Source: an optimization exercise on an open RTL-to-GDS flow (aim: small area). Production flows keep margins and buffers that such runs may drop. In this exercise RTL edits were held to simulation tests only and were not proved equivalent to the original. The flow treats the clock pin as an ideal source. Dropping or thinning the clock tree relies on that and would not hold on a real chip. No activity file was given, so power comes from the tool's default toggle rates.

zinc:
==> flow/design.v (excerpt) <==
module ATM_top(
    input        clk,         
    input        rst,         
    input  [1:0] mode,
    input  [11:0] keypad,
    input        load,
    output       auth,
    output [2:0] nstate,
    output [6:0] seg,
    output [3:0] an,
    output       dp
);
    wire [7:0] bal;
    ATM atm_fsm(
        .clk(clk),
        .rst(rst),
        .mode(mode),
        .keypad(keypad),
        .load(load),
        .auth(auth),
        .nstate(nstate),
        .bal(bal)
    );
    seven_seg_display_bal display_unit(
        .clk(clk),
        .rst(rst),
        .bal(bal),
        .seg(seg),
        .an(an),
        .dp(dp)
    );
endmodule
Size in the first run: about 0.0036 sq mm of cells after synthesis.
clock: 10.0 ns
lec_check: 0
abc_area: 1
cap_margin: 20
core_margin: 2
core_utilization: 40
gpl_timing_driven: 0
place_density: 0.6
slew_margin: 20
standard.sh (not shown) runs the stock make flow with config.mk's settings and CLKGATE_MAP_FILE= SYNTH_SCRIPT=/design/flow/synth_recipe.tcl, a recipe that flattens the netlist after the stock synthesis.
==> flow/flow/run.sh <==
#!/bin/bash
# Own layout flow: the standard synthesis, then the combinational logic
# between the (unchanged) flip-flops is re-mapped for area with a stronger ABC
# script, then the standard layout with small port buffers and a lighter
# clock tree. Each tool's output goes to a log file in the work folder.
set -euo pipefail
WORK=$(pwd)
FLOWDIR=$WORK/flow
YOSYS=${YOSYS_EXE:-/OpenROAD-flow-scripts/tools/install/yosys/bin/yosys}
R=$WORK/orfs/results/$FLOW_PLATFORM/ATM_top/base

# 1. standard synthesis, unchanged
bash standard.sh synth > $WORK/1_synth_standard.log 2>&1

# 2. re-map the combinational logic (flip-flops kept as they are): ABC's
#    deepsyn with several random seeds and two mappings, in rounds, each round
#    starting from the smallest netlist so far; keep the smallest
LIBF=$FLOW_HOME/platforms/$FLOW_PLATFORM/lib/sky130_fd_sc_hd__tt_025C_1v80.lib
RM=$WORK/remap
mkdir -p $RM
cp $R/1_2_yosys.v $WORK/1_2_yosys_standard.v
remap_one() {  # round seed map
  local tag=r$1_s$2_m$3 amap="amap"
  [[ $3 == 2 ]] && amap="amap -x"
  echo "strash; &get -n; &deepsyn -T 10 -S $2; &put; dch -f; $amap; topo" > $RM/$tag.abc
  LIB=$LIBF TOP=$FLOW_TOP IN=$RM/in_r$1.v OUT=$RM/$tag.v ABCSCR=$RM/$tag.abc \
  DONT_USE="*lpflow* *probe*" timeout 600 $YOSYS -c $FLOWDIR/remap.tcl > $RM/$tag.log 2>&1 || true
}
export -f remap_one
export RM LIBF FLOW_TOP YOSYS FLOWDIR
best=$WORK/1_2_yosys_standard.v
for round in 1 2; do
  cp $best $RM/in_r$round.v
  for seed in $(seq 1 ${REMAP_SEEDS:-12}); do for m in 1 2; do echo "$round $seed $m"; done; done \
    | xargs -P ${NUM_CORES:-4} -L 1 bash -c 'remap_one $0 $1 $2'
  for f in $RM/r${round}_*.v.stat; do
    a=$(awk '/Chip area for module/ {print $NF}' $f)
    echo "$(basename $f .stat) $a" >> $WORK/1_remap_choice.log
  done
  # smallest candidate that is proven equivalent to the standard netlist
  for b in $(for f in $RM/r${round}_*.v.stat; do echo "$(awk '/Chip area for module/ {print $NF}' $f) ${f%.stat}"; done | sort -g | cut -d' ' -f2); do
    if LIB=$LIBF TOP=$FLOW_TOP GOLD=$WORK/1_2_yosys_standard.v GATE=$b \
         timeout 900 $YOSYS -c $FLOWDIR/eq.tcl > $b.eq.log 2>&1; then
      best=$b
      break
    fi
    echo "$b not proven equivalent" >> $WORK/1_remap_choice.log
  done
  echo "round $round best $best" >> $WORK/1_remap_choice.log
done
cp $best $WORK/1_2_yosys_remap.v
cp $best $R/1_2_yosys.v
rm -f $R/1_synth.odb $R/1_synth.sdc

# 3. standard floorplan and placement, with small port buffers
export BUFFER_PORTS_ARGS="-buffer_cell sky130_fd_sc_hd__buf_1"
bash standard.sh place > $WORK/2_place_standard.log 2>&1

# 4. clock distribution (flow/clock.tcl) in place of TritonCTS
RESULTS_DIR=$R LIB=$FLOW_HOME/platforms/$FLOW_PLATFORM/lib/sky130_fd_sc_hd__tt_025C_1v80.lib \
PLATFORM_DIR=$FLOW_HOME/platforms/$FLOW_PLATFORM CLOCK_PORT=clk \
CLKBUF_LIST="sky130_fd_sc_hd__clkbuf_2 sky130_fd_sc_hd__clkbuf_4 sky130_fd_sc_hd__clkbuf_8 sky130_fd_sc_hd__clkbuf_16" SLEW_TARGET=0.118 NGROUP=4 \
  ${OPENROAD_EXE:-$FLOW_HOME/../tools/install/OpenROAD/bin/openroad} -no_init -exit $FLOWDIR/clock.tcl > $WORK/3_clock_openroad.log 2>&1

# 5. standard routing and finishing
bash standard.sh finish > $WORK/4_route_standard.log 2>&1
==> flow/flow/clock.tcl <==
# Clock distribution in place of TritonCTS: the flip-flops are split into
# NGROUP groups by position (halves by y, then by x), and the clock port
# drives one clock buffer per group, placed at the group's centre, which
# drives that group's clock pins. All groups get the same buffer: the
# smallest of CLKBUF_LIST whose clock-pin slew, estimated from placement,
# stays under SLEW_TARGET. No register's clock is made early or late on
# purpose. Then detailed placement and hold repair, as ORFS's cts step does.
set R $::env(RESULTS_DIR)
read_liberty $::env(LIB)
read_db $R/3_place.odb
read_sdc $R/3_place.sdc
source $::env(PLATFORM_DIR)/setRC.tcl
set block [ord::get_db_block]
set clk [$block findNet $::env(CLOCK_PORT)]
set master [[ord::get_db] findMaster [lindex $::env(CLKBUF_LIST) end]]
set sinks {}
foreach it [$clk getITerms] {
  set loc [[$it getInst] getLocation]
  lappend sinks [list $it [lindex $loc 0] [lindex $loc 1]]
}
proc split2 {l idx} {
  set l [lsort -integer -index $idx $l]
  set h [expr {[llength $l] / 2}]
  return [list [lrange $l 0 [expr {$h - 1}]] [lrange $l $h end]]
}
set groups [list $sinks]
set ng $::env(NGROUP)
set axis 1
while {[llength $groups] < $ng} {
  set new {}
  foreach g $groups { foreach h [split2 $g $axis] { lappend new $h } }
  set groups $new
  set axis [expr {3 - $axis}]
}
set k 0
foreach g $groups {
  set inst [odb::dbInst_create $block $master clkbuf_$k]
  set net [odb::dbNet_create $block clknet_$k]
  $net setSigType CLOCK
  set xs 0; set ys 0
  foreach s $g {
    set it [lindex $s 0]
    $it disconnect
    $it connect $net
    set xs [expr {$xs + [lindex $s 1]}]; set ys [expr {$ys + [lindex $s 2]}]
  }
  set n [llength $g]
  [$inst findITerm A] connect $clk
  [$inst findITerm X] connect $net
  $inst setLocation [expr {$xs / $n}] [expr {$ys / $n}]
  $inst setPlacementStatus PLACED
  puts "clock buffer clkbuf_$k drives $n sinks"
  incr k
}
set_propagated_clock [all_clocks]
detailed_placement

# smallest clock buffer (all groups alike) whose clock pins' slew, estimated
# from placement, stays under SLEW_TARGET (ns)
proc worst_clk_slew {} {
  estimate_parasitics -placement
  set worst 0.0
  foreach pin [get_pins -hierarchical */CLK] {
    foreach e {rise fall} { foreach a {min max} {
      set s [get_property $pin slew_${a}_$e]
      if {$s > $worst} { set worst $s }
    }}
  }
  return $worst
}
set chosen ""
foreach b $::env(CLKBUF_LIST) {
  set m [[ord::get_db] findMaster $b]
  for {set i 0} {$i < $k} {incr i} { [$block findInst clkbuf_$i] swapMaster $m }
  set w [worst_clk_slew]
  puts "clock buffer $b: worst clock pin slew $w"
  set chosen $b
  if {$w <= $::env(SLEW_TARGET)} { break }
}
puts "clock buffer chosen: $chosen"
detailed_placement
estimate_parasitics -placement
repair_timing -hold -setup_margin 0 -hold_margin 0
detailed_placement
check_placement
write_db $R/4_1_cts.odb
write_db $R/4_cts.odb
write_sdc $R/4_cts.sdc
Other scripts of this flow, unchanged in this note and not shown: flow/flow/eq.tcl, flow/flow/remap.tcl
The inputs of harbor differ from those of zinc as listed below.
diff --git a/flow/flow/run.sh b/flow/flow/run.sh
--- a/flow/flow/run.sh
+++ b/flow/flow/run.sh
@@ -31,0 +32 @@
+besta=""
@@ -40 +41 @@
-  # smallest candidate that is proven equivalent to the standard netlist
+  # smallest candidate so far that is proven equivalent to the standard netlist
@@ -41,0 +43,2 @@
+    a=$(awk '/Chip area for module/ {print $NF}' $b.stat)
+    if [[ -n "$besta" ]] && ! awk -v a="$a" -v b="$besta" 'BEGIN{exit !(a < b)}'; then break; fi
@@ -44,0 +48 @@
+      besta=$a
@@ -62 +66 @@
-CLKBUF_LIST="sky130_fd_sc_hd__clkbuf_2 sky130_fd_sc_hd__clkbuf_4 sky130_fd_sc_hd__clkbuf_8 sky130_fd_sc_hd__clkbuf_16" SLEW_TARGET=0.118 NGROUP=4 \
+CLKBUF_LIST="sky130_fd_sc_hd__clkbuf_4 sky130_fd_sc_hd__buf_6 sky130_fd_sc_hd__clkbuf_8 sky130_fd_sc_hd__buf_8 sky130_fd_sc_hd__buf_12 sky130_fd_sc_hd__clkbuf_16" SLEW_TARGET=0.112 NGROUP=4 \
--- outcome ---
- In the tables for harbor and zinc, wire length on met2 reads lower with harbor.
- Between harbor and zinc, the final worst setup slack figures differ only marginally.
- Final hold slack improves in harbor relative to zinc.
Input changes introduced in willow (baseline for comparison: harbor):
diff --git a/flow/flow/run.sh b/flow/flow/run.sh
--- a/flow/flow/run.sh
+++ b/flow/flow/run.sh
@@ -35 +35,2 @@
-  for seed in $(seq 1 ${REMAP_SEEDS:-12}); do for m in 1 2; do echo "$round $seed $m"; done; done \
+  nseed=24; [[ $round == 2 ]] && nseed=8
+  for seed in $(seq 1 $nseed); do for m in 1 2; do echo "$round $seed $m"; done; done \
Results
Compared with harbor, in willow die outline area essentially unchanged, final standard cell area without fillers essentially unchanged, area of the mapped netlist essentially unchanged, clock period minus final worst setup slack essentially unchanged. willow -> harbor: first-pass GRT wire length delta 0, exact match. harbor -> willow: sum of met2 wire segment lengths after detailed routing delta 0, exact match. Delta (willow minus harbor): area overhead of the layout relative to synthesis has remained practically unchanged, highest attainable clock frequency closely matched the old numbers. For logic gate share of total power, willow and harbor come out practically identical. In terms of fraction of met2 tracks used by global routing, willow and harbor differ only marginally.
No run of this note takes its clock network from TritonCTS; it comes from the design's own scripts or RTL.

==> what the ideal ports hide <==
No port has a modelled driver above. Below, the same layouts with a new extraction and two added sets of constraints.
Step 1: set_driving_cell puts a clkbuf_16 on clk and a buf_2 on each other input, an assumption about the parent block.
Step 2 moves the port delays by t, midway between the first and last clock arrival at a register: inputs arrive t later, outputs are due t later. That takes back most of the time a late clock gives input paths.
Three values: no drivers, after step 1, after step 2; two values: the first two.
| run | t, ns | setup WS [ns] | latest minus earliest clock arrival (ns) | worst data-port slew with drivers (ns) |
|---|---|---|---|---|
| zinc | 0.218 | 2.703 / 2.758 / 2.540 | 0.018 / 0.018 | 0.03 |
| harbor | 0.200 | 2.702 / 2.753 / 2.553 | 0.024 / 0.024 | 0.03 |
| willow | 0.200 | 2.702 / 2.753 / 2.553 | 0.024 / 0.024 | 0.03 |
After both steps setup and hold are still met in every run listed. For zinc, which loses most, drivers alone change the setup slack by +0.055 ns; drivers and shift together by -0.163 ns.
